Context: an optimization exercise on an open-source flow, tuned for small area and a short achievable clock period. The choices shown serve that exercise and are no tape-out recipe.
At most, simulation tests tie the RTL to the original design; equivalence was not proved.
Power figures rest on the tool's default switching activity, not on a simulated workload.

==> flow/design.v (excerpt) <==
module CAM #(parameter SIZE=32)(
	input 							clock, reset,
	input 							enable,
	input 							command,
	input[31:0]						data,
	input[$clog2(SIZE)-1:0]			write_idx,
	output reg[$clog2(SIZE)-1:0]	read_idx,
	output reg						hit
);
	localparam IW = $clog2(SIZE);
	wire wr = enable & command;
	wire rd = enable & ~command;
	reg [SIZE-1:0] valid;
	wire [SIZE-1:0] match;
	genvar i;
	generate for (i = 0; i < SIZE; i = i + 1) begin : e
		reg [31:0] word;
		always @(posedge clock)
			if (!reset && wr && write_idx == i)
				word <= data;
		assign match[i] = valid[i] && (word == data);
	end endgenerate
	always @(posedge clock)
		if (reset)
			valid <= 0;
		else if (wr)
			valid[write_idx] <= 1'b1;
	reg [IW-1:0] idx;
	integer k;
	always @* begin
		idx = 0;
		for (k = SIZE - 1; k >= 0; k = k - 1)
			if (match[k]) idx = k;
	end
	always @(posedge clock)
		if (reset || !rd) begin
			hit <= 1'b0;
			read_idx <= 0;
		end else begin
			hit <= |match;
			read_idx <= idx;
		end
endmodule
For scale: ~2800 cells after synthesis, about 1100 flip-flops, roughly 47 I/O pins, roughly 45000 µm² of cells after synthesis.
Settings: LEC_CHECK=0, CAP_MARGIN=20, CORE_MARGIN=2, CORE_UTILIZATION=40, SETUP_SLACK_MARGIN=1.5, SLEW_MARGIN=20; clock period 4.5 ns.
run.sh (not shown) runs the stock make flow with config.mk's settings and CLKGATE_MAP_FILE= SYNTH_SCRIPT=/design/flow/synth_recipe.tcl, a recipe that flattens the netlist after the stock synthesis.
The baseline produced a clean layout.
==> next run, changes <==
CORE_UTILIZATION = 65   (was 40)
PLACE_DENSITY = 0.75   (was default)
SETUP_SLACK_MARGIN = 2.2   (was 1.5)
Cell area rose by a few percent; wire length rose by roughly a tenth; maximum frequency rose by a few percent; worst setup slack gains 0.097 ns; power rose slightly.
==> next run, changes <==
CORE_UTILIZATION = 40   (was 65)
PLACE_DENSITY = default   (was 0.75)
SETUP_SLACK_MARGIN = default   (was 2.2)
After rerunning: The new run finished clean. Sequential power stays flat. Hold slack improves by 0.018 ns. Final area fell by a little under a tenth.
No run of this note included a check of the RTL's function; only the layout flow was run.

---

== job 9099 ==
CAM, a different RTL version from the one above (not shown whole).
Size in the first run: about 3400 cells after synthesis, ~47 I/O pins, roughly 46000 sq um of cells after synthesis.
export LEC_CHECK = 0
export CAP_MARGIN = 20
export CORE_MARGIN = 2
export CORE_UTILIZATION = 40
export CTS_BUF_LIST = sky130_fd_sc_hd__clkbuf_8
export CTS_CLUSTER_DIAMETER = 80
export CTS_CLUSTER_SIZE = 15
export SETUP_SLACK_MARGIN = 2.3
export SLEW_MARGIN = 20
export SYNTH_HIERARCHICAL = 1
export SYNTH_MINIMUM_KEEP_SIZE = 0
create_clock -name core_clock -period 4.5 [get_ports {clock}]
> inputs changed (job 9099 -> job 7133)
# job 9099
export LEC_CHECK = 0
export CAP_MARGIN = 20
export CORE_MARGIN = 2
export CORE_UTILIZATION = 40
export CTS_BUF_LIST = sky130_fd_sc_hd__clkbuf_8
export CTS_CLUSTER_DIAMETER = 80
export CTS_CLUSTER_SIZE = 15
export SETUP_SLACK_MARGIN = 2.3
export SLEW_MARGIN = 20
export SYNTH_HIERARCHICAL = 1
export SYNTH_MINIMUM_KEEP_SIZE = 0
create_clock -name core_clock -period 4.5 [get_ports {clock}]
# job 7133
export LEC_CHECK = 0
export CAP_MARGIN = 20
export CORE_MARGIN = 2
export CORE_UTILIZATION = 70
export CTS_BUF_LIST = sky130_fd_sc_hd__clkbuf_8
export CTS_CLUSTER_DIAMETER = 80
export CTS_CLUSTER_SIZE = 12
export SETUP_SLACK_MARGIN = 2.3
export SLEW_MARGIN = 20
export SYNTH_HIERARCHICAL = 1
export SYNTH_MINIMUM_KEEP_SIZE = 0
create_clock -name core_clock -period 4.5 [get_ports {clock}]
[summary]
- Register fraction of the total cell area: higher on job 7133
- On job 7133: initial core utilization is 31 points higher than what job 9099 gave.
- Routed wire length (lower): job 9099
- Run comparison: job 9099 timing startpoint of the critical path read_idx[3]; job 7133 timing startpoint of the critical path data[13]
- Going from job 9099 to job 7133, clock skew lower; length of the first detailed-routing pass in iterations climbed 1.
Input-level comparison between job 2540 and job 7133:
# job 7133
export LEC_CHECK = 0
export CAP_MARGIN = 20
export CORE_MARGIN = 2
export CORE_UTILIZATION = 70
export CTS_BUF_LIST = sky130_fd_sc_hd__clkbuf_8
export CTS_CLUSTER_DIAMETER = 80
export CTS_CLUSTER_SIZE = 12
export SETUP_SLACK_MARGIN = 2.3
export SLEW_MARGIN = 20
export SYNTH_HIERARCHICAL = 1
export SYNTH_MINIMUM_KEEP_SIZE = 0
create_clock -name core_clock -period 4.5 [get_ports {clock}]
# job 2540
export LEC_CHECK = 0
export CAP_MARGIN = 20
export CORE_MARGIN = 2
export CORE_UTILIZATION = 40
export CTS_BUF_LIST = sky130_fd_sc_hd__clkbuf_8
export CTS_CLUSTER_DIAMETER = 50
export CTS_CLUSTER_SIZE = 20
export SETUP_SLACK_MARGIN = 2.3
export SLEW_MARGIN = 20
export SYNTH_HIERARCHICAL = 1
export SYNTH_MINIMUM_KEEP_SIZE = 0
create_clock -name core_clock -period 4.5 [get_ports {clock}]
Findings:
Between job 7133 and job 2540, the sum of internal, switching and leakage power is lower for job 7133.
Job 7133 → job 2540: count of clock-buffer cells in the layout picked up an extra about 22%, post-cts sizing count lost 11%, routed wire length lost 12%.
Job 2540 against job 7133; die boundary width is up by more than a quarter.
In the flow results for job 7133 and job 2540, the number of buffers other than clock buffers in the final layout is larger on job 7133.
Input changes introduced in job 4102 (baseline for comparison: job 2540):
# job 2540
export LEC_CHECK = 0
export CAP_MARGIN = 20
export CORE_MARGIN = 2
export CORE_UTILIZATION = 40
export CTS_BUF_LIST = sky130_fd_sc_hd__clkbuf_8
export CTS_CLUSTER_DIAMETER = 50
export CTS_CLUSTER_SIZE = 20
export SETUP_SLACK_MARGIN = 2.3
export SLEW_MARGIN = 20
export SYNTH_HIERARCHICAL = 1
export SYNTH_MINIMUM_KEEP_SIZE = 0
create_clock -name core_clock -period 4.5 [get_ports {clock}]
# job 4102
export LEC_CHECK = 0
export CAP_MARGIN = 20
export CORE_MARGIN = 2
export CORE_UTILIZATION = 40
export CTS_BUF_LIST = sky130_fd_sc_hd__clkbuf_8 sky130_fd_sc_hd__clkbuf_16
export CTS_CLUSTER_DIAMETER = 80
export CTS_CLUSTER_SIZE = 20
export SETUP_SLACK_MARGIN = 2.4
export SLEW_MARGIN = 20
export SYNTH_HIERARCHICAL = 1
export SYNTH_MINIMUM_KEEP_SIZE = 0
create_clock -name core_clock -period 4.5 [get_ports {clock}]
==> summary.txt <==
Taking job 2540 as the reference, in job 4102 ratio of cells with drive above 1 in the final layout grew by 2.5 points, count of inserted tapcells held steady, number of H-tree levels shrank by 1, arrival time at the worst endpoint grew by 30 ps, clock insertion delay at the later pin of the skew report shrank by 90 ps. The capture point of the worst path comes out e[14].word[2] in one run and read_idx[0] in the other, namely in job 2540 and job 4102 respectively. Against job 2540, final wirelength in job 4102 rose by more than 10%. Going from job 2540 to job 4102, clock power shrank by 20%; fraction of power consumed by the clock network now sits lower; HPWL after detailed placement grew by about 2.6%. Maximum number of pins on one net before global-route repair ended up 18% lower on job 4102 than on job 2540.
> inputs changed (job 4102 -> job 6437)
# job 4102
export LEC_CHECK = 0
export CAP_MARGIN = 20
export CORE_MARGIN = 2
export CORE_UTILIZATION = 40
export CTS_BUF_LIST = sky130_fd_sc_hd__clkbuf_8 sky130_fd_sc_hd__clkbuf_16
export CTS_CLUSTER_DIAMETER = 80
export CTS_CLUSTER_SIZE = 20
export SETUP_SLACK_MARGIN = 2.4
export SLEW_MARGIN = 20
export SYNTH_HIERARCHICAL = 1
export SYNTH_MINIMUM_KEEP_SIZE = 0
create_clock -name core_clock -period 4.5 [get_ports {clock}]
# job 6437
export LEC_CHECK = 0
export CAP_MARGIN = 20
export CORE_MARGIN = 2
export CORE_UTILIZATION = 40
export CTS_BUF_LIST = sky130_fd_sc_hd__clkbuf_8 sky130_fd_sc_hd__clkbuf_16
export CTS_CLUSTER_DIAMETER = 80
export CTS_CLUSTER_SIZE = 20
export SETUP_SLACK_MARGIN = 2.2
export SLEW_MARGIN = 20
export SYNTH_HIERARCHICAL = 1
export SYNTH_MINIMUM_KEEP_SIZE = 0
create_clock -name core_clock -period 4.5 [get_ports {clock}]
==> comparison <==
- [compare] base=job 4102 new=job 6437: switching share of total power shrank by 0.75 points; global-route usage now sits lower; critical path buffer and inverter count went up 2; end-of-flow core utilization decreased by 3.5 points relative to the old numbers; depth of the critical timing path with buffers and inverters included moved down.
- The highest net fanout along the worst path number comes out lower for job 4102 vs job 6437.
- Count of multi-input combinational gates of job 4102 is on par with job 6437.
- Job 4102 tops out at a higher clock frequency than job 6437.
For job 4812, these inputs were changed with respect to job 6437:
# job 6437
export LEC_CHECK = 0
export CAP_MARGIN = 20
export CORE_MARGIN = 2
export CORE_UTILIZATION = 40
export CTS_BUF_LIST = sky130_fd_sc_hd__clkbuf_8 sky130_fd_sc_hd__clkbuf_16
export CTS_CLUSTER_DIAMETER = 80
export CTS_CLUSTER_SIZE = 20
export SETUP_SLACK_MARGIN = 2.2
export SLEW_MARGIN = 20
export SYNTH_HIERARCHICAL = 1
export SYNTH_MINIMUM_KEEP_SIZE = 0
create_clock -name core_clock -period 4.5 [get_ports {clock}]
# job 4812
export LEC_CHECK = 0
export CAP_MARGIN = 20
export CORE_MARGIN = 2
export CORE_UTILIZATION = 40
export CTS_BUF_LIST = sky130_fd_sc_hd__clkbuf_8
export CTS_CLUSTER_DIAMETER = 80
export CTS_CLUSTER_SIZE = 12
export SETUP_SLACK_MARGIN = 2.3
export SLEW_MARGIN = 20
export SYNTH_HIERARCHICAL = 1
export SYNTH_MINIMUM_KEEP_SIZE = 0
create_clock -name core_clock -period 4.5 [get_ports {clock}]
Notes after the runs:
Total number of vias: higher on job 4812
The hold slack was comparable across job 6437 and job 4812.
Job 4812 vs job 6437: routed wire length up
Against job 6437, job 4812 reports a utilization that is higher.

## port drivers added, routing unchanged
No port has a modelled driver above. Below, the same layouts with a new extraction and two added sets of constraints.
Step 1 sets driving cells, clkbuf_16 on the clock port and buf_2 on the other inputs (assumed; they add their load-dependent delay and slew).
Step 2 moves the port delays by t, midway between the first and last clock arrival at a register: inputs arrive t later, outputs are due t later. That takes back most of the time a late clock gives input paths.
Slacks: no drivers / after step 1 / after step 2; pairs: no drivers / after step 1.
run | t, ns | setup slack, ns | worst setup path at the end | cell pins on the clock port's net
the first run of note 1 | 0.746 | 1.525 / 1.491 / 0.745 | input to register | 1
the second run of note 1 | 0.732 | 1.622 / 1.581 / 0.848 | input to register | 1
the third run of note 1 | 0.748 | 1.073 / 1.113 / 0.365 | input to register | 1
job 9099 | 0.793 | 2.303 / 2.237 / 1.445 | input to register | 1
job 7133 | 0.804 | 2.262 / 2.122 / 1.317 | input to register | 1
job 2540 | 0.851 | 2.244 / 2.173 / 1.323 | input to register | 1
job 4102 | 0.764 | 2.386 / 2.235 / 1.471 | input to register | 1
job 6437 | 0.764 | 2.154 / 2.155 / 1.391 | input to register | 1
job 4812 | 0.812 | 2.305 / 2.242 / 1.431 | input to register | 1
After both steps every run listed still meets setup and hold. For job 7133, which loses most, drivers alone change the setup slack by -0.140 ns; drivers and shift together by -0.945 ns.
